This design comes from an exercise in tuning for small area and a short achievable clock period on the open sky130 flow, not from production work. No functional check of the RTL was part of any run shown here. No activity file was given, so power comes from the tool's default toggle rates.

## flow/design.v (module list and top-level ports; edited modules follow where they fit)
// module pe: 45 lines
// module mac_0_16: 223 lines
// module mac_16_17: 257 lines
// module mac_17_17: 258 lines
// module mac_17_18: 262 lines
// module csa_fa: 4 lines
// module csa_ha: 4 lines
// module skew_buffer: 25 lines
// module systolic_array: 33 lines
// module matrix_accelerator: 30 lines
module matrix_accelerator(
    input  wire        clk,
    input  wire        rst,
    input  wire        load_weight,
    input  wire [31:0] activation_in,
    output wire [95:0] result_out
);
  // ...
==> flow/run.sh <==
#!/bin/bash
# synth_recipe.tcl (not shown) runs the flow's synth.tcl, then flattens the netlist and writes it again
# the make line also repeats each setting of config.mk as NAME=value (left out here)
make -C /OpenROAD-flow-scripts/flow DESIGN_CONFIG=/design/flow/config.mk WORK_HOME=/design/flow/orfs CLKGATE_MAP_FILE= SYNTH_SCRIPT=/design/flow/synth_recipe.tcl finish
==> flow/config.mk <==
export PLATFORM = sky130hd
export DESIGN_NAME = matrix_accelerator
export DESIGN_NICKNAME = matrix_accelerator
export VERILOG_FILES = /design/flow/design.v
export SDC_FILE = /design/flow/constraint.sdc
export NUM_CORES = 4
export LEC_CHECK = 0
export CAP_MARGIN = 20
export CORE_MARGIN = 2
export CORE_UTILIZATION = 40
export SETUP_SLACK_MARGIN = 3.0
export SLEW_MARGIN = 20
export SYNTH_HIERARCHICAL = 1
export SYNTH_MINIMUM_KEEP_SIZE = 0
==> flow/constraint.sdc <==
create_clock -name core_clock -period 8.0 [get_ports {clk}]
set_input_delay 1.6000 -clock core_clock [delete_from_list [all_inputs] [get_ports {clk}]]
set_output_delay 1.6000 -clock core_clock [all_outputs]
set_load 0.01 [all_outputs]
==> results_dict.tcl, run 1 <==
set metrics [dict create \
    status "no timing/DRC/antenna violations" \
    seq_share_pct 24.8 \
    nWellTaps 1500 \
    clk_latency_ps 680 \
    drt_pre_antenna_iters 5 \
    clkPwrFrac_pct 17.6 \
    netSwitchingPower_w 0.00671 \
    htreeDepth 2 \
    max_freq_ghz 0.141 \
    clock_path_buffers 3 \
    min_path_type "reg2reg" \
    post_cts_buffers 178 \
    combinationalPower_w 0.0101 \
    cts.repair.resized 159 \
    skew_ps 25.7 \
    fin_nets 4915 \
    placed_cell_area_mm2 0.0481 \
    utilization_pct 46.7 \
    required_ps 8600 \
    clock-sinks 545 \
    reg2reg_slack_ps 910 \
    crit_start "array_core.ROW[0].c3.weight_reg[2]" \
    clkbuf_count 73 \
    top_regs "array_core.ROW.c3.out_e (72), array_core.ROW.c1.out_e (68), array_core.ROW.c2.out_e (68)" \
    worst_r2r_path_depth 20 \
    final.setup.tns_ps 0 \
    bufAreaShareNonClock_pct 5.79 \
    rsz0062_at_grt "yes" \
    cp-endpoint "array_core.ROW[0].c3.out_e[16]" \
    core-area_mm2 0.112 \
    hold_slack_ps 344 \
    min-delay-start "skew_unit.d3_1[3]" \
]
==> module mac_0_16, before the edit <==
module mac_0_16 (
    input  wire [7:0] a,
    input  wire [7:0] b,
    input  wire hold,
    input  wire rst,
    output wire [15:0] d
);
    wire t0 = a[0] & b[0];
    wire t1 = a[0] & b[1];
    wire t2 = a[0] & b[2];
    wire t3 = a[0] & b[3];
    wire t4 = a[0] & b[4];
    wire t5 = a[0] & b[5];
    wire t6 = a[0] & b[6];
    wire t7 = ~(a[0] & b[7]);
    wire t8 = a[1] & b[0];
    wire t9 = a[1] & b[1];
    wire t10 = a[1] & b[2];
    wire t11 = a[1] & b[3];
    wire t12 = a[1] & b[4];
    wire t13 = a[1] & b[5];
    wire t14 = a[1] & b[6];
    wire t15 = ~(a[1] & b[7]);
    wire t16 = a[2] & b[0];
    wire t17 = a[2] & b[1];
    wire t18 = a[2] & b[2];
    wire t19 = a[2] & b[3];
    wire t20 = a[2] & b[4];
    wire t21 = a[2] & b[5];
    wire t22 = a[2] & b[6];
    wire t23 = ~(a[2] & b[7]);
    wire t24 = a[3] & b[0];
    wire t25 = a[3] & b[1];
    wire t26 = a[3] & b[2];
    wire t27 = a[3] & b[3];
    wire t28 = a[3] & b[4];
    wire t29 = a[3] & b[5];
    wire t30 = a[3] & b[6];
    wire t31 = ~(a[3] & b[7]);
    wire t32 = a[4] & b[0];
    wire t33 = a[4] & b[1];
    wire t34 = a[4] & b[2];
    wire t35 = a[4] & b[3];
    wire t36 = a[4] & b[4];
    wire t37 = a[4] & b[5];
    wire t38 = a[4] & b[6];
    wire t39 = ~(a[4] & b[7]);
    wire t40 = a[5] & b[0];
    wire t41 = a[5] & b[1];
    wire t42 = a[5] & b[2];
    wire t43 = a[5] & b[3];
    wire t44 = a[5] & b[4];
    wire t45 = a[5] & b[5];
    wire t46 = a[5] & b[6];
    wire t47 = ~(a[5] & b[7]);
    wire t48 = a[6] & b[0];
    wire t49 = a[6] & b[1];
    wire t50 = a[6] & b[2];
    wire t51 = a[6] & b[3];
    wire t52 = a[6] & b[4];
    wire t53 = a[6] & b[5];
    wire t54 = a[6] & b[6];
    wire t55 = ~(a[6] & b[7]);
    wire t56 = ~(a[7] & b[0]);
    wire t57 = ~(a[7] & b[1]);
    wire t58 = ~(a[7] & b[2]);
    wire t59 = ~(a[7] & b[3]);
    wire t60 = ~(a[7] & b[4]);
    wire t61 = ~(a[7] & b[5]);
    wire t62 = ~(a[7] & b[6]);
    wire t63 = a[7] & b[7];
    wire t64, t65;
    csa_ha ut64 (.a(t6), .b(t13), .s(t64), .co(t65));
    wire t66, t67;
    csa_fa ut66 (.a(t7), .b(t14), .c(t21), .s(t66), .co(t67));
    wire t68, t69;
    csa_ha ut68 (.a(t28), .b(t35), .s(t68), .co(t69));
    wire t70, t71;
    csa_fa ut70 (.a(t15), .b(t22), .c(t29), .s(t70), .co(t71));
    wire t72, t73;
    csa_fa ut72 (.a(t36), .b(t43), .c(t50), .s(t72), .co(t73));
    wire t74, t75;
    csa_fa ut74 (.a(t23), .b(t30), .c(t37), .s(t74), .co(t75));
    wire t76, t77;
    csa_ha ut76 (.a(t4), .b(t11), .s(t76), .co(t77));
    wire t78, t79;
    csa_fa ut78 (.a(t5), .b(t12), .c(t19), .s(t78), .co(t79));
    wire t80, t81;
    csa_ha ut80 (.a(t26), .b(t33), .s(t80), .co(t81));
    wire t82, t83;
    csa_fa ut82 (.a(t20), .b(t27), .c(t34), .s(t82), .co(t83));
    wire t84, t85;
    csa_fa ut84 (.a(t41), .b(t48), .c(t64), .s(t84), .co(t85));
    wire t86, t87;
    csa_fa ut86 (.a(t42), .b(t49), .c(t56), .s(t86), .co(t87));
    wire t88, t89;
    csa_fa ut88 (.a(t66), .b(t68), .c(t65), .s(t88), .co(t89));
    wire t90 = ~(t57 ^ t70);
    wire t91 = t57 | t70;
    wire t92, t93;
    csa_fa ut92 (.a(t72), .b(t67), .c(t69), .s(t92), .co(t93));
    wire t94, t95;
    csa_fa ut94 (.a(t44), .b(t51), .c(t58), .s(t94), .co(t95));
    wire t96, t97;
    csa_fa ut96 (.a(t74), .b(t71), .c(t73), .s(t96), .co(t97));
    wire t98, t99;
    csa_fa ut98 (.a(t31), .b(t38), .c(t45), .s(t98), .co(t99));
    wire t100, t101;
    csa_fa ut100 (.a(t52), .b(t59), .c(t75), .s(t100), .co(t101));
    wire t102, t103;
    csa_fa ut102 (.a(t39), .b(t46), .c(t53), .s(t102), .co(t103));
    wire t104, t105;
    csa_ha ut104 (.a(t3), .b(t10), .s(t104), .co(t105));
    wire t106, t107;
    csa_fa ut106 (.a(t18), .b(t25), .c(t32), .s(t106), .co(t107));
    wire t108, t109;
    csa_fa ut108 (.a(t40), .b(t78), .c(t80), .s(t108), .co(t109));
    wire t110, t111;
    csa_fa ut110 (.a(t82), .b(t84), .c(t79), .s(t110), .co(t111));
    wire t112, t113;
    csa_fa ut112 (.a(t86), .b(t88), .c(t83), .s(t112), .co(t113));
    wire t114, t115;
    csa_fa ut114 (.a(t90), .b(t92), .c(t87), .s(t114), .co(t115));
    wire t116, t117;
    csa_fa ut116 (.a(t94), .b(t96), .c(t91), .s(t116), .co(t117));
    wire t118, t119;
    csa_fa ut118 (.a(t98), .b(t100), .c(t95), .s(t118), .co(t119));
    wire t120, t121;
    csa_fa ut120 (.a(t60), .b(t102), .c(t99), .s(t120), .co(t121));
    wire t122, t123;
    csa_fa ut122 (.a(t47), .b(t54), .c(t61), .s(t122), .co(t123));
    wire t124, t125;
    csa_ha ut124 (.a(t2), .b(t9), .s(t124), .co(t125));
    wire t126, t127;
    csa_fa ut126 (.a(t17), .b(t24), .c(t104), .s(t126), .co(t127));
    wire t128, t129;
    csa_fa ut128 (.a(t76), .b(t106), .c(t105), .s(t128), .co(t129));
    wire t130, t131;
    csa_fa ut130 (.a(t77), .b(t108), .c(t107), .s(t130), .co(t131));
    wire t132, t133;
    csa_fa ut132 (.a(t81), .b(t110), .c(t109), .s(t132), .co(t133));
    wire t134, t135;
    csa_fa ut134 (.a(t85), .b(t112), .c(t111), .s(t134), .co(t135));
    wire t136, t137;
    csa_fa ut136 (.a(t89), .b(t114), .c(t113), .s(t136), .co(t137));
    wire t138, t139;
    csa_fa ut138 (.a(t93), .b(t116), .c(t115), .s(t138), .co(t139));
    wire t140, t141;
    csa_fa ut140 (.a(t97), .b(t118), .c(t117), .s(t140), .co(t141));
    wire t142, t143;
    csa_fa ut142 (.a(t101), .b(t120), .c(t119), .s(t142), .co(t143));
    wire t144, t145;
    csa_fa ut144 (.a(t103), .b(t122), .c(t121), .s(t144), .co(t145));
    wire t146, t147;
    csa_fa ut146 (.a(t55), .b(t62), .c(t123), .s(t146), .co(t147));
    wire t148 = t0 & 1'b0;
    wire t149 = t1 & t8;
    wire t150 = t16 & t124;
    wire t151 = t126 & t125;
    wire t152 = t128 & t127;
    wire t153 = t130 & t129;
    wire t154 = t132 & t131;
    wire t155 = t134 & t133;
    wire t156 = t136 & t135;
    wire t157 = t138 & t137;
    wire t158 = t140 & t139;
    wire t159 = t142 & t141;
    wire t160 = t144 & t143;
    wire t161 = t146 & t145;
    wire t162 = t63 & t147;
    wire t163 = 1'b1 & 1'b0;
    wire t164 = t0 ^ 1'b0;
    wire t165 = t1 ^ t8;
    wire t166 = t16 ^ t124;
    wire t167 = t126 ^ t125;
    wire t168 = t128 ^ t127;
    wire t169 = t130 ^ t129;
    wire t170 = t132 ^ t131;
    wire t171 = t134 ^ t133;
    wire t172 = t136 ^ t135;
    wire t173 = t138 ^ t137;
    wire t174 = t140 ^ t139;
    wire t175 = t142 ^ t141;
    wire t176 = t144 ^ t143;
    wire t177 = t146 ^ t145;
    wire t178 = t63 ^ t147;
    wire t179 = 1'b1 ^ 1'b0;
    wire t180 = t149 | (t165 & t148);
    wire t181 = t150 | (t166 & t180);
    wire t182 = t151 | (t167 & t181);
    wire t183 = t152 | (t168 & t182);
    wire t184 = t153 | (t169 & t183);
    wire t185 = t154 | (t170 & t184);
    wire t186 = t155 | (t171 & t185);
    wire t187 = t156 | (t172 & t186);
    wire t188 = t157 | (t173 & t187);
    wire t189 = t158 | (t174 & t188);
    wire t190 = t159 | (t175 & t189);
    wire t191 = t160 | (t176 & t190);
    wire t192 = t161 | (t177 & t191);
    wire t193 = t162 | (t178 & t192);
    wire t194 = t163 | (t179 & t193);
    wire t195 = t165 ^ t148;
    wire t196 = t166 ^ t180;
    wire t197 = t167 ^ t181;
    wire t198 = t168 ^ t182;
    wire t199 = t169 ^ t183;
    wire t200 = t170 ^ t184;
    wire t201 = t171 ^ t185;
    wire t202 = t172 ^ t186;
    wire t203 = t173 ^ t187;
    wire t204 = t174 ^ t188;
    wire t205 = t175 ^ t189;
    wire t206 = t176 ^ t190;
    wire t207 = t177 ^ t191;
    wire t208 = t178 ^ t192;
    wire t209 = t179 ^ t193;
    wire [15:0] ra = {1'b1, t63, t146, t144, t142, t140, t138, t136, t134, t132, t130, t128, t126, t16, t1, t0};
    wire [15:0] rb = {1'b0, t147, t145, t143, t141, t139, t137, t135, t133, t131, t129, t127, t125, t124, t8, 1'b0};
    wire [15:0] y = {t209, t208, t207, t206, t205, t204, t203, t202, t201, t200, t199, t198, t197, t196, t195, t164};
    wire [15:0] e_ext = 16'd0;
    assign d = rst ? 16'd0 : hold ? e_ext : y;
endmodule
==> module mac_16_17, before the edit <==
module mac_16_17 (
    input  wire [7:0] a,
    input  wire [7:0] b,
    input  wire [15:0] e,
    input  wire hold,
    input  wire rst,
    output wire [16:0] d
);
    wire t0 = a[0] & b[0];
    wire t1 = a[0] & b[1];
    wire t2 = a[0] & b[2];
    wire t3 = a[0] & b[3];
    wire t4 = a[0] & b[4];
    wire t5 = a[0] & b[5];
    wire t6 = a[0] & b[6];
    wire t7 = ~(a[0] & b[7]);
    wire t8 = a[1] & b[0];
    wire t9 = a[1] & b[1];
    wire t10 = a[1] & b[2];
    wire t11 = a[1] & b[3];
    wire t12 = a[1] & b[4];
    wire t13 = a[1] & b[5];
    wire t14 = a[1] & b[6];
    wire t15 = ~(a[1] & b[7]);
    wire t16 = a[2] & b[0];
    wire t17 = a[2] & b[1];
    wire t18 = a[2] & b[2];
    wire t19 = a[2] & b[3];
    wire t20 = a[2] & b[4];
    wire t21 = a[2] & b[5];
    wire t22 = a[2] & b[6];
    wire t23 = ~(a[2] & b[7]);
    wire t24 = a[3] & b[0];
    wire t25 = a[3] & b[1];
    wire t26 = a[3] & b[2];
    wire t27 = a[3] & b[3];
    wire t28 = a[3] & b[4];
    wire t29 = a[3] & b[5];
    wire t30 = a[3] & b[6];
    wire t31 = ~(a[3] & b[7]);
    wire t32 = a[4] & b[0];
    wire t33 = a[4] & b[1];
    wire t34 = a[4] & b[2];
    wire t35 = a[4] & b[3];
    wire t36 = a[4] & b[4];
    wire t37 = a[4] & b[5];
    wire t38 = a[4] & b[6];
    wire t39 = ~(a[4] & b[7]);
    wire t40 = a[5] & b[0];
    wire t41 = a[5] & b[1];
    wire t42 = a[5] & b[2];
    wire t43 = a[5] & b[3];
    wire t44 = a[5] & b[4];
    wire t45 = a[5] & b[5];
    wire t46 = a[5] & b[6];
    wire t47 = ~(a[5] & b[7]);
    wire t48 = a[6] & b[0];
    wire t49 = a[6] & b[1];
    wire t50 = a[6] & b[2];
    wire t51 = a[6] & b[3];
    wire t52 = a[6] & b[4];
    wire t53 = a[6] & b[5];
    wire t54 = a[6] & b[6];
    wire t55 = ~(a[6] & b[7]);
    wire t56 = ~(a[7] & b[0]);
    wire t57 = ~(a[7] & b[1]);
    wire t58 = ~(a[7] & b[2]);
    wire t59 = ~(a[7] & b[3]);
    wire t60 = ~(a[7] & b[4]);
    wire t61 = ~(a[7] & b[5]);
    wire t62 = ~(a[7] & b[6]);
    wire t63 = a[7] & b[7];
    wire t64 = ~e[15];
    wire t65, t66;
    csa_ha ut65 (.a(t5), .b(t12), .s(t65), .co(t66));
    wire t67, t68;
    csa_fa ut67 (.a(t6), .b(t13), .c(t20), .s(t67), .co(t68));
    wire t69, t70;
    csa_ha ut69 (.a(t27), .b(t34), .s(t69), .co(t70));
    wire t71, t72;
    csa_fa ut71 (.a(t7), .b(t14), .c(t21), .s(t71), .co(t72));
    wire t73, t74;
    csa_fa ut73 (.a(t28), .b(t35), .c(t42), .s(t73), .co(t74));
    wire t75, t76;
    csa_ha ut75 (.a(t49), .b(t56), .s(t75), .co(t76));
    wire t77, t78;
    csa_fa ut77 (.a(t15), .b(t22), .c(t29), .s(t77), .co(t78));
    wire t79, t80;
    csa_fa ut79 (.a(t36), .b(t43), .c(t50), .s(t79), .co(t80));
    wire t81 = ~(t57 ^ e[8]);
    wire t82 = t57 | e[8];
    wire t83, t84;
    csa_fa ut83 (.a(t23), .b(t30), .c(t37), .s(t83), .co(t84));
    wire t85, t86;
    csa_fa ut85 (.a(t44), .b(t51), .c(t58), .s(t85), .co(t86));
    wire t87, t88;
    csa_fa ut87 (.a(t31), .b(t38), .c(t45), .s(t87), .co(t88));
    wire t89, t90;
    csa_ha ut89 (.a(t3), .b(t10), .s(t89), .co(t90));
    wire t91, t92;
    csa_fa ut91 (.a(t4), .b(t11), .c(t18), .s(t91), .co(t92));
    wire t93, t94;
    csa_ha ut93 (.a(t25), .b(t32), .s(t93), .co(t94));
    wire t95, t96;
    csa_fa ut95 (.a(t19), .b(t26), .c(t33), .s(t95), .co(t96));
    wire t97, t98;
    csa_fa ut97 (.a(t40), .b(e[5]), .c(t65), .s(t97), .co(t98));
    wire t99, t100;
    csa_fa ut99 (.a(t41), .b(t48), .c(e[6]), .s(t99), .co(t100));
    wire t101, t102;
    csa_fa ut101 (.a(t67), .b(t69), .c(t66), .s(t101), .co(t102));
    wire t103, t104;
    csa_fa ut103 (.a(e[7]), .b(t71), .c(t73), .s(t103), .co(t104));
    wire t105, t106;
    csa_fa ut105 (.a(t75), .b(t68), .c(t70), .s(t105), .co(t106));
    wire t107, t108;
    csa_fa ut107 (.a(t77), .b(t79), .c(t81), .s(t107), .co(t108));
    wire t109, t110;
    csa_fa ut109 (.a(t72), .b(t74), .c(t76), .s(t109), .co(t110));
    wire t111, t112;
    csa_fa ut111 (.a(e[9]), .b(t83), .c(t85), .s(t111), .co(t112));
    wire t113, t114;
    csa_fa ut113 (.a(t78), .b(t80), .c(t82), .s(t113), .co(t114));
    wire t115, t116;
    csa_fa ut115 (.a(t52), .b(t59), .c(e[10]), .s(t115), .co(t116));
    wire t117, t118;
    csa_fa ut117 (.a(t87), .b(t84), .c(t86), .s(t117), .co(t118));
    wire t119, t120;
    csa_fa ut119 (.a(t39), .b(t46), .c(t53), .s(t119), .co(t120));
    wire t121, t122;
    csa_fa ut121 (.a(t60), .b(e[11]), .c(t88), .s(t121), .co(t122));
    wire t123, t124;
    csa_fa ut123 (.a(t47), .b(t54), .c(t61), .s(t123), .co(t124));
    wire t125, t126;
    csa_ha ut125 (.a(t2), .b(t9), .s(t125), .co(t126));
    wire t127, t128;
    csa_fa ut127 (.a(t17), .b(t24), .c(e[3]), .s(t127), .co(t128));
    wire t129, t130;
    csa_fa ut129 (.a(e[4]), .b(t91), .c(t93), .s(t129), .co(t130));
    wire t131, t132;
    csa_fa ut131 (.a(t95), .b(t97), .c(t92), .s(t131), .co(t132));
    wire t133, t134;
    csa_fa ut133 (.a(t99), .b(t101), .c(t96), .s(t133), .co(t134));
    wire t135, t136;
    csa_fa ut135 (.a(t103), .b(t105), .c(t100), .s(t135), .co(t136));
    wire t137, t138;
    csa_fa ut137 (.a(t107), .b(t109), .c(t104), .s(t137), .co(t138));
    wire t139, t140;
    csa_fa ut139 (.a(t111), .b(t113), .c(t108), .s(t139), .co(t140));
    wire t141, t142;
    csa_fa ut141 (.a(t115), .b(t117), .c(t112), .s(t141), .co(t142));
    wire t143, t144;
    csa_fa ut143 (.a(t119), .b(t121), .c(t116), .s(t143), .co(t144));
    wire t145, t146;
    csa_fa ut145 (.a(e[12]), .b(t123), .c(t120), .s(t145), .co(t146));
    wire t147, t148;
    csa_fa ut147 (.a(t55), .b(t62), .c(e[13]), .s(t147), .co(t148));
    wire t149, t150;
    csa_ha ut149 (.a(t1), .b(t8), .s(t149), .co(t150));
    wire t151, t152;
    csa_fa ut151 (.a(t16), .b(e[2]), .c(t125), .s(t151), .co(t152));
    wire t153, t154;
    csa_fa ut153 (.a(t89), .b(t127), .c(t126), .s(t153), .co(t154));
    wire t155, t156;
    csa_fa ut155 (.a(t90), .b(t129), .c(t128), .s(t155), .co(t156));
    wire t157, t158;
    csa_fa ut157 (.a(t94), .b(t131), .c(t130), .s(t157), .co(t158));
    wire t159, t160;
    csa_fa ut159 (.a(t98), .b(t133), .c(t132), .s(t159), .co(t160));
    wire t161, t162;
    csa_fa ut161 (.a(t102), .b(t135), .c(t134), .s(t161), .co(t162));
    wire t163, t164;
    csa_fa ut163 (.a(t106), .b(t137), .c(t136), .s(t163), .co(t164));
    wire t165, t166;
    csa_fa ut165 (.a(t110), .b(t139), .c(t138), .s(t165), .co(t166));
    wire t167, t168;
    csa_fa ut167 (.a(t114), .b(t141), .c(t140), .s(t167), .co(t168));
    wire t169, t170;
    csa_fa ut169 (.a(t118), .b(t143), .c(t142), .s(t169), .co(t170));
    wire t171, t172;
    csa_fa ut171 (.a(t122), .b(t145), .c(t144), .s(t171), .co(t172));
    wire t173, t174;
    csa_fa ut173 (.a(t124), .b(t147), .c(t146), .s(t173), .co(t174));
    wire t175, t176;
    csa_fa ut175 (.a(t63), .b(e[14]), .c(t148), .s(t175), .co(t176));
    wire t177 = t0 & e[0];
    wire t178 = e[1] & t149;
    wire t179 = t151 & t150;
    wire t180 = t153 & t152;
    wire t181 = t155 & t154;
    wire t182 = t157 & t156;
    wire t183 = t159 & t158;
    wire t184 = t161 & t160;
    wire t185 = t163 & t162;
    wire t186 = t165 & t164;
    wire t187 = t167 & t166;
    wire t188 = t169 & t168;
    wire t189 = t171 & t170;
    wire t190 = t173 & t172;
    wire t191 = t175 & t174;
    wire t192 = t64 & t176;
    wire t193 = 1'b1 & 1'b0;
    wire t194 = t0 ^ e[0];
    wire t195 = e[1] ^ t149;
    wire t196 = t151 ^ t150;
    wire t197 = t153 ^ t152;
    wire t198 = t155 ^ t154;
    wire t199 = t157 ^ t156;
    wire t200 = t159 ^ t158;
    wire t201 = t161 ^ t160;
    wire t202 = t163 ^ t162;
    wire t203 = t165 ^ t164;
    wire t204 = t167 ^ t166;
    wire t205 = t169 ^ t168;
    wire t206 = t171 ^ t170;
    wire t207 = t173 ^ t172;
    wire t208 = t175 ^ t174;
    wire t209 = t64 ^ t176;
    wire t210 = 1'b1 ^ 1'b0;
    wire t211 = t178 | (t195 & t177);
    wire t212 = t179 | (t196 & t211);
    wire t213 = t180 | (t197 & t212);
    wire t214 = t181 | (t198 & t213);
    wire t215 = t182 | (t199 & t214);
    wire t216 = t183 | (t200 & t215);
    wire t217 = t184 | (t201 & t216);
    wire t218 = t185 | (t202 & t217);
    wire t219 = t186 | (t203 & t218);
    wire t220 = t187 | (t204 & t219);
    wire t221 = t188 | (t205 & t220);
    wire t222 = t189 | (t206 & t221);
    wire t223 = t190 | (t207 & t222);
    wire t224 = t191 | (t208 & t223);
    wire t225 = t192 | (t209 & t224);
    wire t226 = t193 | (t210 & t225);
    wire t227 = t195 ^ t177;
    wire t228 = t196 ^ t211;
    wire t229 = t197 ^ t212;
    wire t230 = t198 ^ t213;
    wire t231 = t199 ^ t214;
    wire t232 = t200 ^ t215;
    wire t233 = t201 ^ t216;
    wire t234 = t202 ^ t217;
    wire t235 = t203 ^ t218;
    wire t236 = t204 ^ t219;
    wire t237 = t205 ^ t220;
    wire t238 = t206 ^ t221;
    wire t239 = t207 ^ t222;
    wire t240 = t208 ^ t223;
    wire t241 = t209 ^ t224;
    wire t242 = t210 ^ t225;
    wire [16:0] ra = {1'b1, t64, t175, t173, t171, t169, t167, t165, t163, t161, t159, t157, t155, t153, t151, e[1], t0};
    wire [16:0] rb = {1'b0, t176, t174, t172, t170, t168, t166, t164, t162, t160, t158, t156, t154, t152, t150, t149, e[0]};
    wire [16:0] y = {t242, t241, t240, t239, t238, t237, t236, t235, t234, t233, t232, t231, t230, t229, t228, t227, t194};
    wire [16:0] e_ext = {{1{e[15]}}, e};
    assign d = rst ? 17'd0 : hold ? e_ext : y;
endmodule
==> module mac_17_17, before the edit <==
module mac_17_17 (
    input  wire [7:0] a,
    input  wire [7:0] b,
    input  wire [16:0] e,
    input  wire hold,
    input  wire rst,
    output wire [16:0] d
);
    wire t0 = a[0] & b[0];
    wire t1 = a[0] & b[1];
    wire t2 = a[0] & b[2];
    wire t3 = a[0] & b[3];
    wire t4 = a[0] & b[4];
    wire t5 = a[0] & b[5];
    wire t6 = a[0] & b[6];
    wire t7 = ~(a[0] & b[7]);
    wire t8 = a[1] & b[0];
    wire t9 = a[1] & b[1];
    wire t10 = a[1] & b[2];
    wire t11 = a[1] & b[3];
    wire t12 = a[1] & b[4];
    wire t13 = a[1] & b[5];
    wire t14 = a[1] & b[6];
    wire t15 = ~(a[1] & b[7]);
    wire t16 = a[2] & b[0];
    wire t17 = a[2] & b[1];
    wire t18 = a[2] & b[2];
    wire t19 = a[2] & b[3];
    wire t20 = a[2] & b[4];
    wire t21 = a[2] & b[5];
    wire t22 = a[2] & b[6];
    wire t23 = ~(a[2] & b[7]);
    wire t24 = a[3] & b[0];
    wire t25 = a[3] & b[1];
    wire t26 = a[3] & b[2];
    wire t27 = a[3] & b[3];
    wire t28 = a[3] & b[4];
    wire t29 = a[3] & b[5];
    wire t30 = a[3] & b[6];
    wire t31 = ~(a[3] & b[7]);
    wire t32 = a[4] & b[0];
    wire t33 = a[4] & b[1];
    wire t34 = a[4] & b[2];
    wire t35 = a[4] & b[3];
    wire t36 = a[4] & b[4];
    wire t37 = a[4] & b[5];
    wire t38 = a[4] & b[6];
    wire t39 = ~(a[4] & b[7]);
    wire t40 = a[5] & b[0];
    wire t41 = a[5] & b[1];
    wire t42 = a[5] & b[2];
    wire t43 = a[5] & b[3];
    wire t44 = a[5] & b[4];
    wire t45 = a[5] & b[5];
    wire t46 = a[5] & b[6];
    wire t47 = ~(a[5] & b[7]);
    wire t48 = a[6] & b[0];
    wire t49 = a[6] & b[1];
    wire t50 = a[6] & b[2];
    wire t51 = a[6] & b[3];
    wire t52 = a[6] & b[4];
    wire t53 = a[6] & b[5];
    wire t54 = a[6] & b[6];
    wire t55 = ~(a[6] & b[7]);
    wire t56 = ~(a[7] & b[0]);
    wire t57 = ~(a[7] & b[1]);
    wire t58 = ~(a[7] & b[2]);
    wire t59 = ~(a[7] & b[3]);
    wire t60 = ~(a[7] & b[4]);
    wire t61 = ~(a[7] & b[5]);
    wire t62 = ~(a[7] & b[6]);
    wire t63 = a[7] & b[7];
    wire t64 = ~e[16];
    wire t65, t66;
    csa_ha ut65 (.a(t5), .b(t12), .s(t65), .co(t66));
    wire t67, t68;
    csa_fa ut67 (.a(t6), .b(t13), .c(t20), .s(t67), .co(t68));
    wire t69, t70;
    csa_ha ut69 (.a(t27), .b(t34), .s(t69), .co(t70));
    wire t71, t72;
    csa_fa ut71 (.a(t7), .b(t14), .c(t21), .s(t71), .co(t72));
    wire t73, t74;
    csa_fa ut73 (.a(t28), .b(t35), .c(t42), .s(t73), .co(t74));
    wire t75, t76;
    csa_ha ut75 (.a(t49), .b(t56), .s(t75), .co(t76));
    wire t77, t78;
    csa_fa ut77 (.a(t15), .b(t22), .c(t29), .s(t77), .co(t78));
    wire t79, t80;
    csa_fa ut79 (.a(t36), .b(t43), .c(t50), .s(t79), .co(t80));
    wire t81 = ~(t57 ^ e[8]);
    wire t82 = t57 | e[8];
    wire t83, t84;
    csa_fa ut83 (.a(t23), .b(t30), .c(t37), .s(t83), .co(t84));
    wire t85, t86;
    csa_fa ut85 (.a(t44), .b(t51), .c(t58), .s(t85), .co(t86));
    wire t87, t88;
    csa_fa ut87 (.a(t31), .b(t38), .c(t45), .s(t87), .co(t88));
    wire t89, t90;
    csa_ha ut89 (.a(t3), .b(t10), .s(t89), .co(t90));
    wire t91, t92;
    csa_fa ut91 (.a(t4), .b(t11), .c(t18), .s(t91), .co(t92));
    wire t93, t94;
    csa_ha ut93 (.a(t25), .b(t32), .s(t93), .co(t94));
    wire t95, t96;
    csa_fa ut95 (.a(t19), .b(t26), .c(t33), .s(t95), .co(t96));
    wire t97, t98;
    csa_fa ut97 (.a(t40), .b(e[5]), .c(t65), .s(t97), .co(t98));
    wire t99, t100;
    csa_fa ut99 (.a(t41), .b(t48), .c(e[6]), .s(t99), .co(t100));
    wire t101, t102;
    csa_fa ut101 (.a(t67), .b(t69), .c(t66), .s(t101), .co(t102));
    wire t103, t104;
    csa_fa ut103 (.a(e[7]), .b(t71), .c(t73), .s(t103), .co(t104));
    wire t105, t106;
    csa_fa ut105 (.a(t75), .b(t68), .c(t70), .s(t105), .co(t106));
    wire t107, t108;
    csa_fa ut107 (.a(t77), .b(t79), .c(t81), .s(t107), .co(t108));
    wire t109, t110;
    csa_fa ut109 (.a(t72), .b(t74), .c(t76), .s(t109), .co(t110));
    wire t111, t112;
    csa_fa ut111 (.a(e[9]), .b(t83), .c(t85), .s(t111), .co(t112));
    wire t113, t114;
    csa_fa ut113 (.a(t78), .b(t80), .c(t82), .s(t113), .co(t114));
    wire t115, t116;
    csa_fa ut115 (.a(t52), .b(t59), .c(e[10]), .s(t115), .co(t116));
    wire t117, t118;
    csa_fa ut117 (.a(t87), .b(t84), .c(t86), .s(t117), .co(t118));
    wire t119, t120;
    csa_fa ut119 (.a(t39), .b(t46), .c(t53), .s(t119), .co(t120));
    wire t121, t122;
    csa_fa ut121 (.a(t60), .b(e[11]), .c(t88), .s(t121), .co(t122));
    wire t123, t124;
    csa_fa ut123 (.a(t47), .b(t54), .c(t61), .s(t123), .co(t124));
    wire t125, t126;
    csa_ha ut125 (.a(t2), .b(t9), .s(t125), .co(t126));
    wire t127, t128;
    csa_fa ut127 (.a(t17), .b(t24), .c(e[3]), .s(t127), .co(t128));
    wire t129, t130;
    csa_fa ut129 (.a(e[4]), .b(t91), .c(t93), .s(t129), .co(t130));
    wire t131, t132;
    csa_fa ut131 (.a(t95), .b(t97), .c(t92), .s(t131), .co(t132));
    wire t133, t134;
    csa_fa ut133 (.a(t99), .b(t101), .c(t96), .s(t133), .co(t134));
    wire t135, t136;
    csa_fa ut135 (.a(t103), .b(t105), .c(t100), .s(t135), .co(t136));
    wire t137, t138;
    csa_fa ut137 (.a(t107), .b(t109), .c(t104), .s(t137), .co(t138));
    wire t139, t140;
    csa_fa ut139 (.a(t111), .b(t113), .c(t108), .s(t139), .co(t140));
    wire t141, t142;
    csa_fa ut141 (.a(t115), .b(t117), .c(t112), .s(t141), .co(t142));
    wire t143, t144;
    csa_fa ut143 (.a(t119), .b(t121), .c(t116), .s(t143), .co(t144));
    wire t145, t146;
    csa_fa ut145 (.a(e[12]), .b(t123), .c(t120), .s(t145), .co(t146));
    wire t147, t148;
    csa_fa ut147 (.a(t55), .b(t62), .c(e[13]), .s(t147), .co(t148));
    wire t149, t150;
    csa_ha ut149 (.a(t1), .b(t8), .s(t149), .co(t150));
    wire t151, t152;
    csa_fa ut151 (.a(t16), .b(e[2]), .c(t125), .s(t151), .co(t152));
    wire t153, t154;
    csa_fa ut153 (.a(t89), .b(t127), .c(t126), .s(t153), .co(t154));
    wire t155, t156;
    csa_fa ut155 (.a(t90), .b(t129), .c(t128), .s(t155), .co(t156));
    wire t157, t158;
    csa_fa ut157 (.a(t94), .b(t131), .c(t130), .s(t157), .co(t158));
    wire t159, t160;
    csa_fa ut159 (.a(t98), .b(t133), .c(t132), .s(t159), .co(t160));
    wire t161, t162;
    csa_fa ut161 (.a(t102), .b(t135), .c(t134), .s(t161), .co(t162));
    wire t163, t164;
    csa_fa ut163 (.a(t106), .b(t137), .c(t136), .s(t163), .co(t164));
    wire t165, t166;
    csa_fa ut165 (.a(t110), .b(t139), .c(t138), .s(t165), .co(t166));
    wire t167, t168;
    csa_fa ut167 (.a(t114), .b(t141), .c(t140), .s(t167), .co(t168));
    wire t169, t170;
    csa_fa ut169 (.a(t118), .b(t143), .c(t142), .s(t169), .co(t170));
    wire t171, t172;
    csa_fa ut171 (.a(t122), .b(t145), .c(t144), .s(t171), .co(t172));
    wire t173, t174;
    csa_fa ut173 (.a(t124), .b(t147), .c(t146), .s(t173), .co(t174));
    wire t175, t176;
    csa_fa ut175 (.a(t63), .b(e[14]), .c(t148), .s(t175), .co(t176));
    wire t177 = ~e[15];
    wire t178 = t0 & e[0];
    wire t179 = e[1] & t149;
    wire t180 = t151 & t150;
    wire t181 = t153 & t152;
    wire t182 = t155 & t154;
    wire t183 = t157 & t156;
    wire t184 = t159 & t158;
    wire t185 = t161 & t160;
    wire t186 = t163 & t162;
    wire t187 = t165 & t164;
    wire t188 = t167 & t166;
    wire t189 = t169 & t168;
    wire t190 = t171 & t170;
    wire t191 = t173 & t172;
    wire t192 = t175 & t174;
    wire t193 = t177 & t176;
    wire t194 = t64 & e[15];
    wire t195 = t0 ^ e[0];
    wire t196 = e[1] ^ t149;
    wire t197 = t151 ^ t150;
    wire t198 = t153 ^ t152;
    wire t199 = t155 ^ t154;
    wire t200 = t157 ^ t156;
    wire t201 = t159 ^ t158;
    wire t202 = t161 ^ t160;
    wire t203 = t163 ^ t162;
    wire t204 = t165 ^ t164;
    wire t205 = t167 ^ t166;
    wire t206 = t169 ^ t168;
    wire t207 = t171 ^ t170;
    wire t208 = t173 ^ t172;
    wire t209 = t175 ^ t174;
    wire t210 = t177 ^ t176;
    wire t211 = t64 ^ e[15];
    wire t212 = t179 | (t196 & t178);
    wire t213 = t180 | (t197 & t212);
    wire t214 = t181 | (t198 & t213);
    wire t215 = t182 | (t199 & t214);
    wire t216 = t183 | (t200 & t215);
    wire t217 = t184 | (t201 & t216);
    wire t218 = t185 | (t202 & t217);
    wire t219 = t186 | (t203 & t218);
    wire t220 = t187 | (t204 & t219);
    wire t221 = t188 | (t205 & t220);
    wire t222 = t189 | (t206 & t221);
    wire t223 = t190 | (t207 & t222);
    wire t224 = t191 | (t208 & t223);
    wire t225 = t192 | (t209 & t224);
    wire t226 = t193 | (t210 & t225);
    wire t227 = t194 | (t211 & t226);
    wire t228 = t196 ^ t178;
    wire t229 = t197 ^ t212;
    wire t230 = t198 ^ t213;
    wire t231 = t199 ^ t214;
    wire t232 = t200 ^ t215;
    wire t233 = t201 ^ t216;
    wire t234 = t202 ^ t217;
    wire t235 = t203 ^ t218;
    wire t236 = t204 ^ t219;
    wire t237 = t205 ^ t220;
    wire t238 = t206 ^ t221;
    wire t239 = t207 ^ t222;
    wire t240 = t208 ^ t223;
    wire t241 = t209 ^ t224;
    wire t242 = t210 ^ t225;
    wire t243 = t211 ^ t226;
    wire [16:0] ra = {t64, t177, t175, t173, t171, t169, t167, t165, t163, t161, t159, t157, t155, t153, t151, e[1], t0};
    wire [16:0] rb = {e[15], t176, t174, t172, t170, t168, t166, t164, t162, t160, t158, t156, t154, t152, t150, t149, e[0]};
    wire [16:0] y = {t243, t242, t241, t240, t239, t238, t237, t236, t235, t234, t233, t232, t231, t230, t229, t228, t195};
    wire [16:0] e_ext = {{0{e[16]}}, e};
    assign d = rst ? 17'd0 : hold ? e_ext : y;
endmodule
==> run 2: changes to the inputs <==
--- a/flow/design.v
+++ b/flow/design.v
@@ -227,48 +227,85 @@
     wire t173 = t138 ^ t137;
     wire t174 = t140 ^ t139;
     wire t175 = t142 ^ t141;
     wire t176 = t144 ^ t143;
     wire t177 = t146 ^ t145;
     wire t178 = t63 ^ t147;
     wire t179 = 1'b1 ^ 1'b0;
     wire t180 = t149 | (t165 & t148);
-    wire t181 = t150 | (t166 & t180);
-    wire t182 = t151 | (t167 & t181);
-    wire t183 = t152 | (t168 & t182);
-    wire t184 = t153 | (t169 & t183);
-    wire t185 = t154 | (t170 & t184);
-    wire t186 = t155 | (t171 & t185);
-    wire t187 = t156 | (t172 & t186);
-    wire t188 = t157 | (t173 & t187);
-    wire t189 = t158 | (t174 & t188);
-    wire t190 = t159 | (t175 & t189);
-    wire t191 = t160 | (t176 & t190);
-    wire t192 = t161 | (t177 & t191);
-    wire t193 = t162 | (t178 & t192);
-    wire t194 = t163 | (t179 & t193);
-    wire t195 = t165 ^ t148;
-    wire t196 = t166 ^ t180;
-    wire t197 = t167 ^ t181;
-    wire t198 = t168 ^ t182;
-    wire t199 = t169 ^ t183;
-    wire t200 = t170 ^ t184;
-    wire t201 = t171 ^ t185;
-    wire t202 = t172 ^ t186;
-    wire t203 = t173 ^ t187;
-    wire t204 = t174 ^ t188;
-    wire t205 = t175 ^ t189;
-    wire t206 = t176 ^ t190;
-    wire t207 = t177 ^ t191;
-    wire t208 = t178 ^ t192;
-    wire t209 = t179 ^ t193;
+    wire t181 = t165 & t164;
+    wire t182 = t151 | (t167 & t150);
+    wire t183 = t167 & t166;
+    wire t184 = t153 | (t169 & t152);
+    wire t185 = t169 & t168;
+    wire t186 = t155 | (t171 & t154);
+    wire t187 = t171 & t170;
+    wire t188 = t157 | (t173 & t156);
+    wire t189 = t173 & t172;
+    wire t190 = t159 | (t175 & t158);
+    wire t191 = t175 & t174;
+    wire t192 = t161 | (t177 & t160);
+    wire t193 = t177 & t176;
+    wire t194 = t163 | (t179 & t162);
+    wire t195 = t179 & t178;
+    wire t196 = t182 | (t183 & t180);
+    wire t197 = t183 & t181;
+    wire t198 = t186 | (t187 & t184);
+    wire t199 = t187 & t185;
+    wire t200 = t190 | (t191 & t188);
+    wire t201 = t191 & t189;
+    wire t202 = t194 | (t195 & t192);
+    wire t203 = t195 & t193;
+    wire t204 = t198 | (t199 & t196);
+    wire t205 = t199 & t197;
+    wire t206 = t202 | (t203 & t200);
+    wire t207 = t203 & t201;
+    wire t208 = t206 | (t207 & t204);
+    wire t209 = t207 & t205;
+    wire t210 = t200 | (t201 & t204);
+    wire t211 = t201 & t205;
+    wire t212 = t184 | (t185 & t196);
+    wire t213 = t185 & t197;
+    wire t214 = t188 | (t189 & t204);
+    wire t215 = t189 & t205;
+    wire t216 = t192 | (t193 & t210);
+    wire t217 = t193 & t211;
+    wire t218 = t150 | (t166 & t180);
+    wire t219 = t166 & t181;
+    wire t220 = t152 | (t168 & t196);
+    wire t221 = t168 & t197;
+    wire t222 = t154 | (t170 & t212);
+    wire t223 = t170 & t213;
+    wire t224 = t156 | (t172 & t204);
+    wire t225 = t172 & t205;
+    wire t226 = t158 | (t174 & t214);
+    wire t227 = t174 & t215;
+    wire t228 = t160 | (t176 & t210);
+    wire t229 = t176 & t211;
+    wire t230 = t162 | (t178 & t216);
+    wire t231 = t178 & t217;
+    wire t232 = t165 ^ t148;
+    wire t233 = t166 ^ t180;
+    wire t234 = t167 ^ t218;
+    wire t235 = t168 ^ t196;
+    wire t236 = t169 ^ t220;
+    wire t237 = t170 ^ t212;
+    wire t238 = t171 ^ t222;
+    wire t239 = t172 ^ t204;
+    wire t240 = t173 ^ t224;
+    wire t241 = t174 ^ t214;
+    wire t242 = t175 ^ t226;
+    wire t243 = t176 ^ t210;
+    wire t244 = t177 ^ t228;
+    wire t245 = t178 ^ t216;
+    wire t246 = t179 ^ t230;
     wire [15:0] ra = {1'b1, t63, t146, t144, t142, t140, t138, t136, t134, t132, t130, t128, t126, t16, t1, t0};
     wire [15:0] rb = {1'b0, t147, t145, t143, t141, t139, t137, t135, t133, t131, t129, t127, t125, t124, t8, 1'b0};
-    wire [15:0] y = {t209, t208, t207, t206, t205, t204, t203, t202, t201, t200, t199, t198, t197, t196, t195, t164};
+    wire [15:0] y = {t246, t245, t244, t243, t242, t241, t240, t239, t238, t237, t236, t235, t234, t233, t232, t164};
     wire [15:0] e_ext = 16'd0;
     assign d = rst ? 16'd0 : hold ? e_ext : y;
 endmodule
 module mac_16_17 (
     input  wire [7:0] a,
     input  wire [7:0] b,
     input  wire [15:0] e,
     input  wire hold,
@@ -482,50 +519,88 @@
     wire t204 = t167 ^ t166;
     wire t205 = t169 ^ t168;
     wire t206 = t171 ^ t170;
     wire t207 = t173 ^ t172;
     wire t208 = t175 ^ t174;
     wire t209 = t64 ^ t176;
     wire t210 = 1'b1 ^ 1'b0;
     wire t211 = t178 | (t195 & t177);
-    wire t212 = t179 | (t196 & t211);
-    wire t213 = t180 | (t197 & t212);
-    wire t214 = t181 | (t198 & t213);
-    wire t215 = t182 | (t199 & t214);
-    wire t216 = t183 | (t200 & t215);
-    wire t217 = t184 | (t201 & t216);
-    wire t218 = t185 | (t202 & t217);
-    wire t219 = t186 | (t203 & t218);
-    wire t220 = t187 | (t204 & t219);
-    wire t221 = t188 | (t205 & t220);
-    wire t222 = t189 | (t206 & t221);
-    wire t223 = t190 | (t207 & t222);
-    wire t224 = t191 | (t208 & t223);
-    wire t225 = t192 | (t209 & t224);
-    wire t226 = t193 | (t210 & t225);
-    wire t227 = t195 ^ t177;
-    wire t228 = t196 ^ t211;
-    wire t229 = t197 ^ t212;
-    wire t230 = t198 ^ t213;
-    wire t231 = t199 ^ t214;
-    wire t232 = t200 ^ t215;
-    wire t233 = t201 ^ t216;
-    wire t234 = t202 ^ t217;
-    wire t235 = t203 ^ t218;
-    wire t236 = t204 ^ t219;
-    wire t237 = t205 ^ t220;
-    wire t238 = t206 ^ t221;
-    wire t239 = t207 ^ t222;
-    wire t240 = t208 ^ t223;
-    wire t241 = t209 ^ t224;
-    wire t242 = t210 ^ t225;
+    wire t212 = t195 & t194;
+    wire t213 = t180 | (t197 & t179);
+    wire t214 = t197 & t196;
+    wire t215 = t182 | (t199 & t181);
+    wire t216 = t199 & t198;
+    wire t217 = t184 | (t201 & t183);
+    wire t218 = t201 & t200;
+    wire t219 = t186 | (t203 & t185);
+    wire t220 = t203 & t202;
+    wire t221 = t188 | (t205 & t187);
+    wire t222 = t205 & t204;
+    wire t223 = t190 | (t207 & t189);
+    wire t224 = t207 & t206;
+    wire t225 = t192 | (t209 & t191);
+    wire t226 = t209 & t208;
+    wire t227 = t213 | (t214 & t211);
+    wire t228 = t214 & t212;
+    wire t229 = t217 | (t218 & t215);
+    wire t230 = t218 & t216;
+    wire t231 = t221 | (t222 & t219);
+    wire t232 = t222 & t220;
+    wire t233 = t225 | (t226 & t223);
+    wire t234 = t226 & t224;
+    wire t235 = t229 | (t230 & t227);
+    wire t236 = t230 & t228;
+    wire t237 = t233 | (t234 & t231);
+    wire t238 = t234 & t232;
+    wire t239 = t237 | (t238 & t235);
+    wire t240 = t238 & t236;
+    wire t241 = t231 | (t232 & t235);
+    wire t242 = t232 & t236;
+    wire t243 = t215 | (t216 & t227);
+    wire t244 = t216 & t228;
+    wire t245 = t219 | (t220 & t235);
+    wire t246 = t220 & t236;
+    wire t247 = t223 | (t224 & t241);
+    wire t248 = t224 & t242;
+    wire t249 = t179 | (t196 & t211);
+    wire t250 = t196 & t212;
+    wire t251 = t181 | (t198 & t227);
+    wire t252 = t198 & t228;
+    wire t253 = t183 | (t200 & t243);
+    wire t254 = t200 & t244;
+    wire t255 = t185 | (t202 & t235);
+    wire t256 = t202 & t236;
+    wire t257 = t187 | (t204 & t245);
+    wire t258 = t204 & t246;
+    wire t259 = t189 | (t206 & t241);
+    wire t260 = t206 & t242;
+    wire t261 = t191 | (t208 & t247);
+    wire t262 = t208 & t248;
+    wire t263 = t193 | (t210 & t239);
+    wire t264 = t210 & t240;
+    wire t265 = t195 ^ t177;
+    wire t266 = t196 ^ t211;
+    wire t267 = t197 ^ t249;
+    wire t268 = t198 ^ t227;
+    wire t269 = t199 ^ t251;
+    wire t270 = t200 ^ t243;
+    wire t271 = t201 ^ t253;
+    wire t272 = t202 ^ t235;
+    wire t273 = t203 ^ t255;
+    wire t274 = t204 ^ t245;
+    wire t275 = t205 ^ t257;
+    wire t276 = t206 ^ t241;
+    wire t277 = t207 ^ t259;
+    wire t278 = t208 ^ t247;
+    wire t279 = t209 ^ t261;
+    wire t280 = t210 ^ t239;
     wire [16:0] ra = {1'b1, t64, t175, t173, t171, t169, t167, t165, t163, t161, t159, t157, t155, t153, t151, e[1], t0};
     wire [16:0] rb = {1'b0, t176, t174, t172, t170, t168, t166, t164, t162, t160, t158, t156, t154, t152, t150, t149, e[0]};
-    wire [16:0] y = {t242, t241, t240, t239, t238, t237, t236, t235, t234, t233, t232, t231, t230, t229, t228, t227, t194};
+    wire [16:0] y = {t280, t279, t278, t277, t276, t275, t274, t273, t272, t271, t270, t269, t268, t267, t266, t265, t194};
     wire [16:0] e_ext = {{1{e[15]}}, e};
     assign d = rst ? 17'd0 : hold ? e_ext : y;
 endmodule
 module mac_17_17 (
     input  wire [7:0] a,
     input  wire [7:0] b,
     input  wire [16:0] e,
     input  wire hold,
@@ -740,50 +815,88 @@
     wire t205 = t167 ^ t166;
     wire t206 = t169 ^ t168;
     wire t207 = t171 ^ t170;
     wire t208 = t173 ^ t172;
     wire t209 = t175 ^ t174;
     wire t210 = t177 ^ t176;
     wire t211 = t64 ^ e[15];
     wire t212 = t179 | (t196 & t178);
-    wire t213 = t180 | (t197 & t212);
-    wire t214 = t181 | (t198 & t213);
-    wire t215 = t182 | (t199 & t214);
-    wire t216 = t183 | (t200 & t215);
-    wire t217 = t184 | (t201 & t216);
-    wire t218 = t185 | (t202 & t217);
-    wire t219 = t186 | (t203 & t218);
-    wire t220 = t187 | (t204 & t219);
-    wire t221 = t188 | (t205 & t220);
-    wire t222 = t189 | (t206 & t221);
-    wire t223 = t190 | (t207 & t222);
-    wire t224 = t191 | (t208 & t223);
-    wire t225 = t192 | (t209 & t224);
-    wire t226 = t193 | (t210 & t225);
-    wire t227 = t194 | (t211 & t226);
-    wire t228 = t196 ^ t178;
-    wire t229 = t197 ^ t212;
-    wire t230 = t198 ^ t213;
-    wire t231 = t199 ^ t214;
-    wire t232 = t200 ^ t215;
-    wire t233 = t201 ^ t216;
-    wire t234 = t202 ^ t217;
-    wire t235 = t203 ^ t218;
-    wire t236 = t204 ^ t219;
-    wire t237 = t205 ^ t220;
-    wire t238 = t206 ^ t221;
-    wire t239 = t207 ^ t222;
-    wire t240 = t208 ^ t223;
-    wire t241 = t209 ^ t224;
-    wire t242 = t210 ^ t225;
-    wire t243 = t211 ^ t226;
+    wire t213 = t196 & t195;
+    wire t214 = t181 | (t198 & t180);
+    wire t215 = t198 & t197;
+    wire t216 = t183 | (t200 & t182);
+    wire t217 = t200 & t199;
+    wire t218 = t185 | (t202 & t184);
+    wire t219 = t202 & t201;
+    wire t220 = t187 | (t204 & t186);
+    wire t221 = t204 & t203;
+    wire t222 = t189 | (t206 & t188);
+    wire t223 = t206 & t205;
+    wire t224 = t191 | (t208 & t190);
+    wire t225 = t208 & t207;
+    wire t226 = t193 | (t210 & t192);
+    wire t227 = t210 & t209;
+    wire t228 = t214 | (t215 & t212);
+    wire t229 = t215 & t213;
+    wire t230 = t218 | (t219 & t216);
+    wire t231 = t219 & t217;
+    wire t232 = t222 | (t223 & t220);
+    wire t233 = t223 & t221;
+    wire t234 = t226 | (t227 & t224);
+    wire t235 = t227 & t225;
+    wire t236 = t230 | (t231 & t228);
+    wire t237 = t231 & t229;
+    wire t238 = t234 | (t235 & t232);
+    wire t239 = t235 & t233;
+    wire t240 = t238 | (t239 & t236);
+    wire t241 = t239 & t237;
+    wire t242 = t232 | (t233 & t236);
+    wire t243 = t233 & t237;
+    wire t244 = t216 | (t217 & t228);
+    wire t245 = t217 & t229;
+    wire t246 = t220 | (t221 & t236);
+    wire t247 = t221 & t237;
+    wire t248 = t224 | (t225 & t242);
+    wire t249 = t225 & t243;
+    wire t250 = t180 | (t197 & t212);
+    wire t251 = t197 & t213;
+    wire t252 = t182 | (t199 & t228);
+    wire t253 = t199 & t229;
+    wire t254 = t184 | (t201 & t244);
+    wire t255 = t201 & t245;
+    wire t256 = t186 | (t203 & t236);
+    wire t257 = t203 & t237;
+    wire t258 = t188 | (t205 & t246);
+    wire t259 = t205 & t247;
+    wire t260 = t190 | (t207 & t242);
+    wire t261 = t207 & t243;
+    wire t262 = t192 | (t209 & t248);
+    wire t263 = t209 & t249;
+    wire t264 = t194 | (t211 & t240);
+    wire t265 = t211 & t241;
+    wire t266 = t196 ^ t178;
+    wire t267 = t197 ^ t212;
+    wire t268 = t198 ^ t250;
+    wire t269 = t199 ^ t228;
+    wire t270 = t200 ^ t252;
+    wire t271 = t201 ^ t244;
+    wire t272 = t202 ^ t254;
+    wire t273 = t203 ^ t236;
+    wire t274 = t204 ^ t256;
+    wire t275 = t205 ^ t246;
+    wire t276 = t206 ^ t258;
+    wire t277 = t207 ^ t242;
+    wire t278 = t208 ^ t260;
+    wire t279 = t209 ^ t248;
+    wire t280 = t210 ^ t262;
+    wire t281 = t211 ^ t240;
     wire [16:0] ra = {t64, t177, t175, t173, t171, t169, t167, t165, t163, t161, t159, t157, t155, t153, t151, e[1], t0};
     wire [16:0] rb = {e[15], t176, t174, t172, t170, t168, t166, t164, t162, t160, t158, t156, t154, t152, t150, t149, e[0]};
-    wire [16:0] y = {t243, t242, t241, t240, t239, t238, t237, t236, t235, t234, t233, t232, t231, t230, t229, t228, t195};
+    wire [16:0] y = {t281, t280, t279, t278, t277, t276, t275, t274, t273, t272, t271, t270, t269, t268, t267, t266, t195};
     wire [16:0] e_ext = {{0{e[16]}}, e};
     assign d = rst ? 17'd0 : hold ? e_ext : y;
 endmodule
 module mac_17_18 (
     input  wire [7:0] a,
     input  wire [7:0] b,
     input  wire [16:0] e,
     input  wire hold,
@@ -1000,52 +1113,93 @@
     wire t207 = t169 ^ t168;
     wire t208 = t171 ^ t170;
     wire t209 = t173 ^ t172;
     wire t210 = t175 ^ t174;
     wire t211 = t177 ^ t176;
     wire t212 = t64 ^ e[15];
     wire t213 = 1'b1 ^ 1'b0;
     wire t214 = t179 | (t197 & t178);
-    wire t215 = t180 | (t198 & t214);
-    wire t216 = t181 | (t199 & t215);
-    wire t217 = t182 | (t200 & t216);
-    wire t218 = t183 | (t201 & t217);
-    wire t219 = t184 | (t202 & t218);
-    wire t220 = t185 | (t203 & t219);
-    wire t221 = t186 | (t204 & t220);
-    wire t222 = t187 | (t205 & t221);
-    wire t223 = t188 | (t206 & t222);
-    wire t224 = t189 | (t207 & t223);
-    wire t225 = t190 | (t208 & t224);
-    wire t226 = t191 | (t209 & t225);
-    wire t227 = t192 | (t210 & t226);
-    wire t228 = t193 | (t211 & t227);
-    wire t229 = t194 | (t212 & t228);
-    wire t230 = t195 | (t213 & t229);
-    wire t231 = t197 ^ t178;
-    wire t232 = t198 ^ t214;
-    wire t233 = t199 ^ t215;
-    wire t234 = t200 ^ t216;
-    wire t235 = t201 ^ t217;
-    wire t236 = t202 ^ t218;
-    wire t237 = t203 ^ t219;
-    wire t238 = t204 ^ t220;
-    wire t239 = t205 ^ t221;
-    wire t240 = t206 ^ t222;
-    wire t241 = t207 ^ t223;
-    wire t242 = t208 ^ t224;
-    wire t243 = t209 ^ t225;
-    wire t244 = t210 ^ t226;
-    wire t245 = t211 ^ t227;
-    wire t246 = t212 ^ t228;
-    wire t247 = t213 ^ t229;
+    wire t215 = t197 & t196;
+    wire t216 = t181 | (t199 & t180);
+    wire t217 = t199 & t198;
+    wire t218 = t183 | (t201 & t182);
+    wire t219 = t201 & t200;
+    wire t220 = t185 | (t203 & t184);
+    wire t221 = t203 & t202;
+    wire t222 = t187 | (t205 & t186);
+    wire t223 = t205 & t204;
+    wire t224 = t189 | (t207 & t188);
+    wire t225 = t207 & t206;
+    wire t226 = t191 | (t209 & t190);
+    wire t227 = t209 & t208;
+    wire t228 = t193 | (t211 & t192);
+    wire t229 = t211 & t210;
+    wire t230 = t195 | (t213 & t194);
+    wire t231 = t213 & t212;
+    wire t232 = t216 | (t217 & t214);
+    wire t233 = t217 & t215;
+    wire t234 = t220 | (t221 & t218);
+    wire t235 = t221 & t219;
+    wire t236 = t224 | (t225 & t222);
+    wire t237 = t225 & t223;
+    wire t238 = t228 | (t229 & t226);
+    wire t239 = t229 & t227;
+    wire t240 = t234 | (t235 & t232);
+    wire t241 = t235 & t233;
+    wire t242 = t238 | (t239 & t236);
+    wire t243 = t239 & t237;
+    wire t244 = t242 | (t243 & t240);
+    wire t245 = t243 & t241;
+    wire t246 = t236 | (t237 & t240);
+    wire t247 = t237 & t241;
+    wire t248 = t218 | (t219 & t232);
+    wire t249 = t219 & t233;
+    wire t250 = t222 | (t223 & t240);
+    wire t251 = t223 & t241;
+    wire t252 = t226 | (t227 & t246);
+    wire t253 = t227 & t247;
+    wire t254 = t230 | (t231 & t244);
+    wire t255 = t231 & t245;
+    wire t256 = t180 | (t198 & t214);
+    wire t257 = t198 & t215;
+    wire t258 = t182 | (t200 & t232);
+    wire t259 = t200 & t233;
+    wire t260 = t184 | (t202 & t248);
+    wire t261 = t202 & t249;
+    wire t262 = t186 | (t204 & t240);
+    wire t263 = t204 & t241;
+    wire t264 = t188 | (t206 & t250);
+    wire t265 = t206 & t251;
+    wire t266 = t190 | (t208 & t246);
+    wire t267 = t208 & t247;
+    wire t268 = t192 | (t210 & t252);
+    wire t269 = t210 & t253;
+    wire t270 = t194 | (t212 & t244);
+    wire t271 = t212 & t245;
+    wire t272 = t197 ^ t178;
+    wire t273 = t198 ^ t214;
+    wire t274 = t199 ^ t256;
+    wire t275 = t200 ^ t232;
+    wire t276 = t201 ^ t258;
+    wire t277 = t202 ^ t248;
+    wire t278 = t203 ^ t260;
+    wire t279 = t204 ^ t240;
+    wire t280 = t205 ^ t262;
+    wire t281 = t206 ^ t250;
+    wire t282 = t207 ^ t264;
+    wire t283 = t208 ^ t246;
+    wire t284 = t209 ^ t266;
+    wire t285 = t210 ^ t252;
+    wire t286 = t211 ^ t268;
+    wire t287 = t212 ^ t244;
+    wire t288 = t213 ^ t270;
     wire [17:0] ra = {1'b1, t64, t177, t175, t173, t171, t169, t167, t165, t163, t161, t159, t157, t155, t153, t151, e[1], t0};
     wire [17:0] rb = {1'b0, e[15], t176, t174, t172, t170, t168, t166, t164, t162, t160, t158, t156, t154, t152, t150, t149, e[0]};
-    wire [17:0] y = {t247, t246, t245, t244, t243, t242, t241, t240, t239, t238, t237, t236, t235, t234, t233, t232, t231, t196};
+    wire [17:0] y = {t288, t287, t286, t285, t284, t283, t282, t281, t280, t279, t278, t277, t276, t275, t274, t273, t272, t196};
     wire [17:0] e_ext = {{1{e[16]}}, e};
     assign d = rst ? 18'd0 : hold ? e_ext : y;
 endmodule
 module csa_fa (input wire a, input wire b, input wire c, output wire s, output wire co);
     assign s  = a ^ b ^ c;
     assign co = (a & b) | (a & c) | (b & c);
 endmodule
 module csa_ha (input wire a, input wire b, output wire s, output wire co);
==> run 2 against run 1 <==
Compared with the run above: clock power is 6.7% higher; critical path depth fell by 8; non-clock buffer count shrank 180; sequential power about the same; sequential share of layout area is 1.1 points lower.
==> results_dict.tcl, run 2 <==
set metrics [dict create \
    worstSetupStartpointType "input pin" \
    crit_path_end_kind "register" \
    antenna_cells 0 \
    place_worst_setup_slack_ps 2010 \
    routed_wl_um 106000 \
    cts_tree "done" \
    relSlewSlack_pct 44.5 \
    drive_gt1_share_pct 7.90 \
    skew_ps 31.2 \
    reg2reg_slack_ps 3180 \
    setup_ws_ps 3120 \
    portBuffers 130 \
    antenna_found_initial 0 \
    syn_inst 4272 \
    fin_nets 5634 \
    largest_reg_flops 72 \
    hold_violations 0 \
    start_util_pct 40.3 \
    vias_per_cell 5.00 \
    dieWidth_um 354 \
    htreeDepth 3 \
    finalSetupViolCount 0 \
    grt_max_degree 140 \
    ys_warn_count 16 \
    dp_hpwl_um 84100 \
    multi_input_area_mm2 0.0349 \
    grt-ovfl-total 0 \
    drc 0 \
    syn_nets 5507 \
    synth_area_per_cell_um2 11.5 \
    num_vias 30400 \
    syn_area_mm2 0.0490 \
    fp.dieH_um 354 \
    report.final.slew_viol_count 0 \
    worst_pin_slew_ps 832 \
    rsz0062_at_grt "yes" \
    required_ps 8580 \
    drt_pre_antenna_iters 7 \
    arrival_ps 5460 \
    grt_usage_pct 17.7 \
    ant_nets 0 \
    cts_buffers 68 \
    cellPowerDensity_mw_per_mm2 388 \
    core-area_mm2 0.122 \
    timing.final.crit_share_pct 61.0 \
    cts_root_buffer "clkbuf_16" \
    clk_latency_ps 640 \
    maxCapViolCount 0 \
    hold_buffers 0 \
    final.setup.tns_ps 0 \
    dieArea_mm2 0.125 \
    layout_commonest_cell "fa_1" \
    path_max_fanout 10 \
    clk_pin_slew_ps 60 \
    largest_register "array_core.ROW.c3.out_e" \
    final.min_clock_period_ps 4880 \
    max_freq_ghz 0.205 \
    fill_cells 11400 \
    rows 128 \
    gp_congestion 0.814 \
    grt_pass1_wl_um 179000 \
    routedWlPerCell_um 17.4 \
    vdd_ir_drop_max_mv 0.278 \
    seqCellArea_mm2 0.0130 \
    drtIter0Drc 1421 \
    status "no timing/DRC/antenna violations" \
    first_global_vias 33900 \
    min_path_type "reg2reg" \
    top_regs "array_core.ROW.c3.out_e (72), array_core.ROW.c1.out_e (68), array_core.ROW.c2.out_e (68)" \
    p_leak_nw 23.8 \
    worstSetupPathType "in2reg" \
    syn_to_final_growth_pct 11.4 \
    num_io_pins 131 \
    clock_path_buffers 3 \
    clock-sinks 545 \
    final_cell_mix "838 x fa_1, 818 x and2_1, 395 x nor2_1" \
]
## run 2: cell types whose count changed in the layout (fill, tap and decap cells not counted), moves of 44 or more
cell / change
ha_1: +227
nor2_1: +212
fa_2: -211
a21oi_1: +170
buf_4: -169
fa_1: +103
mux2i_1: -84
and2_1: +72
xor2_1: +60
and2_4: -56
xnor2_1: +44
## run 2: critical path, cell delays in order
cell,delay (ps)
clkdlybuf4s50_1,710
nand2_1,120
fa_1,480
fa_1,560
fa_1,460
ha_4,290
a21oi_2,160
o211ai_2,150
a21oi_2,220
a21oi_2,80
fa_2,510
and2_1,100
## run 2: where the power goes
| part | internal [W] | switching (W) |
|---|---|---|
| Combinational | 0.00665 | 0.00746 |
| Sequential | 0.00335 | 0.000553 |
| Clock | 0.00189 | 0.00129 |
| Total | 0.0119 | 0.00931 |
## run 2: timing repair
item                       4_1_cts  5_1_grt
resized for setup               10       74
buffers inserted                 0       32
pin swaps                        0        7
setup endpoints to repair        8       31
cloned                           0        0
## run 2: final cells by class
| type | instances | share of cell area (%) |
|---|---|---|
| Clock buffer | 85 | 3.50 |
| Clock inverter | 41 | 0.780 |
| Inverter | 198 | 1.36 |
| Multi-Input combinational cell | 3414 | 63.9 |
| Sequential cell | 545 | 23.8 |
| Tap cell | 1625 | 3.73 |
| Timing Repair Buffer | 172 | 2.96 |
## run 2: through the flow
step	std cells	hold WS [ps]	power (W)	area, um^2	utilization [%]
final	6080	345	0.0212	54600	44.8
after floorplan	4272	331	0.0150	49100	-
after global routing	6080	354	0.0239	54600	44.8
after CTS	6048	347	0.0214	54200	44.6
after global placement	5922	332	0.0178	51900	42.6
after detailed placement	5922	335	0.0181	51900	42.6
## run 2: routing by layer
layer,share of wire [%],vias up,global-route usage [%],wire [um]
li1,-,14100,-,-
met1,46,15700,24.0,48800
met2,49,427,30.2,51700
met3,2.9,135,2.33,3070
met4,2.2,0,4.29,2310
met5,0,-,0,0
## run 2: path summary, 6_finish.rpt
check / start / to / cells after the start
max: activation_in[7] / array_core.ROW[0].c0.out_e[14] / 12
min: skew_unit.d3_1[0] / skew_unit.d3_2[0] / 0
max reg2reg: array_core.ROW[2].c1.weight_reg[6] / array_core.ROW[2].c1.out_e[15] / 14
min reg2reg: skew_unit.d3_1[0] / skew_unit.d3_2[0] / 0
max in group asynchronous: rst / skew_unit.d3_3[1] / 4
min in group asynchronous: rst / array_core.ROW[2].c0.S.q[7] / 2

re-timing with driven ports:
The results above use ideal ports. As a check the final layouts listed here were re-extracted and re-timed, cells and wires unchanged.
Step 1: set_driving_cell puts a clkbuf_16 on clk and a buf_2 on each other input, an assumption about the parent block.
Step 2 moves the port delays by t, midway between the first and last clock arrival at a register: inputs arrive t later, outputs are due t later. That takes back most of the time a late clock gives input paths.
Three values: no drivers, after step 1, after step 2; two values: the first two.
run	t (ns)	setup slack, ns	latest minus earliest clock arrival (ns)	slew at the worst register clock pin (ns)	worst slew at a driven data input, ns
run 1	0.732	0.910 / 0.910 / 0.621	0.028 / 0.028	0.07 / 0.07	0.07
run 2	0.694	3.121 / 3.136 / 2.442	0.034 / 0.034	0.06 / 0.06	0.08
After both steps every run listed still meets setup and hold. For run 2, which loses most, drivers alone change the setup slack by +0.015 ns; drivers and shift together by -0.679 ns.
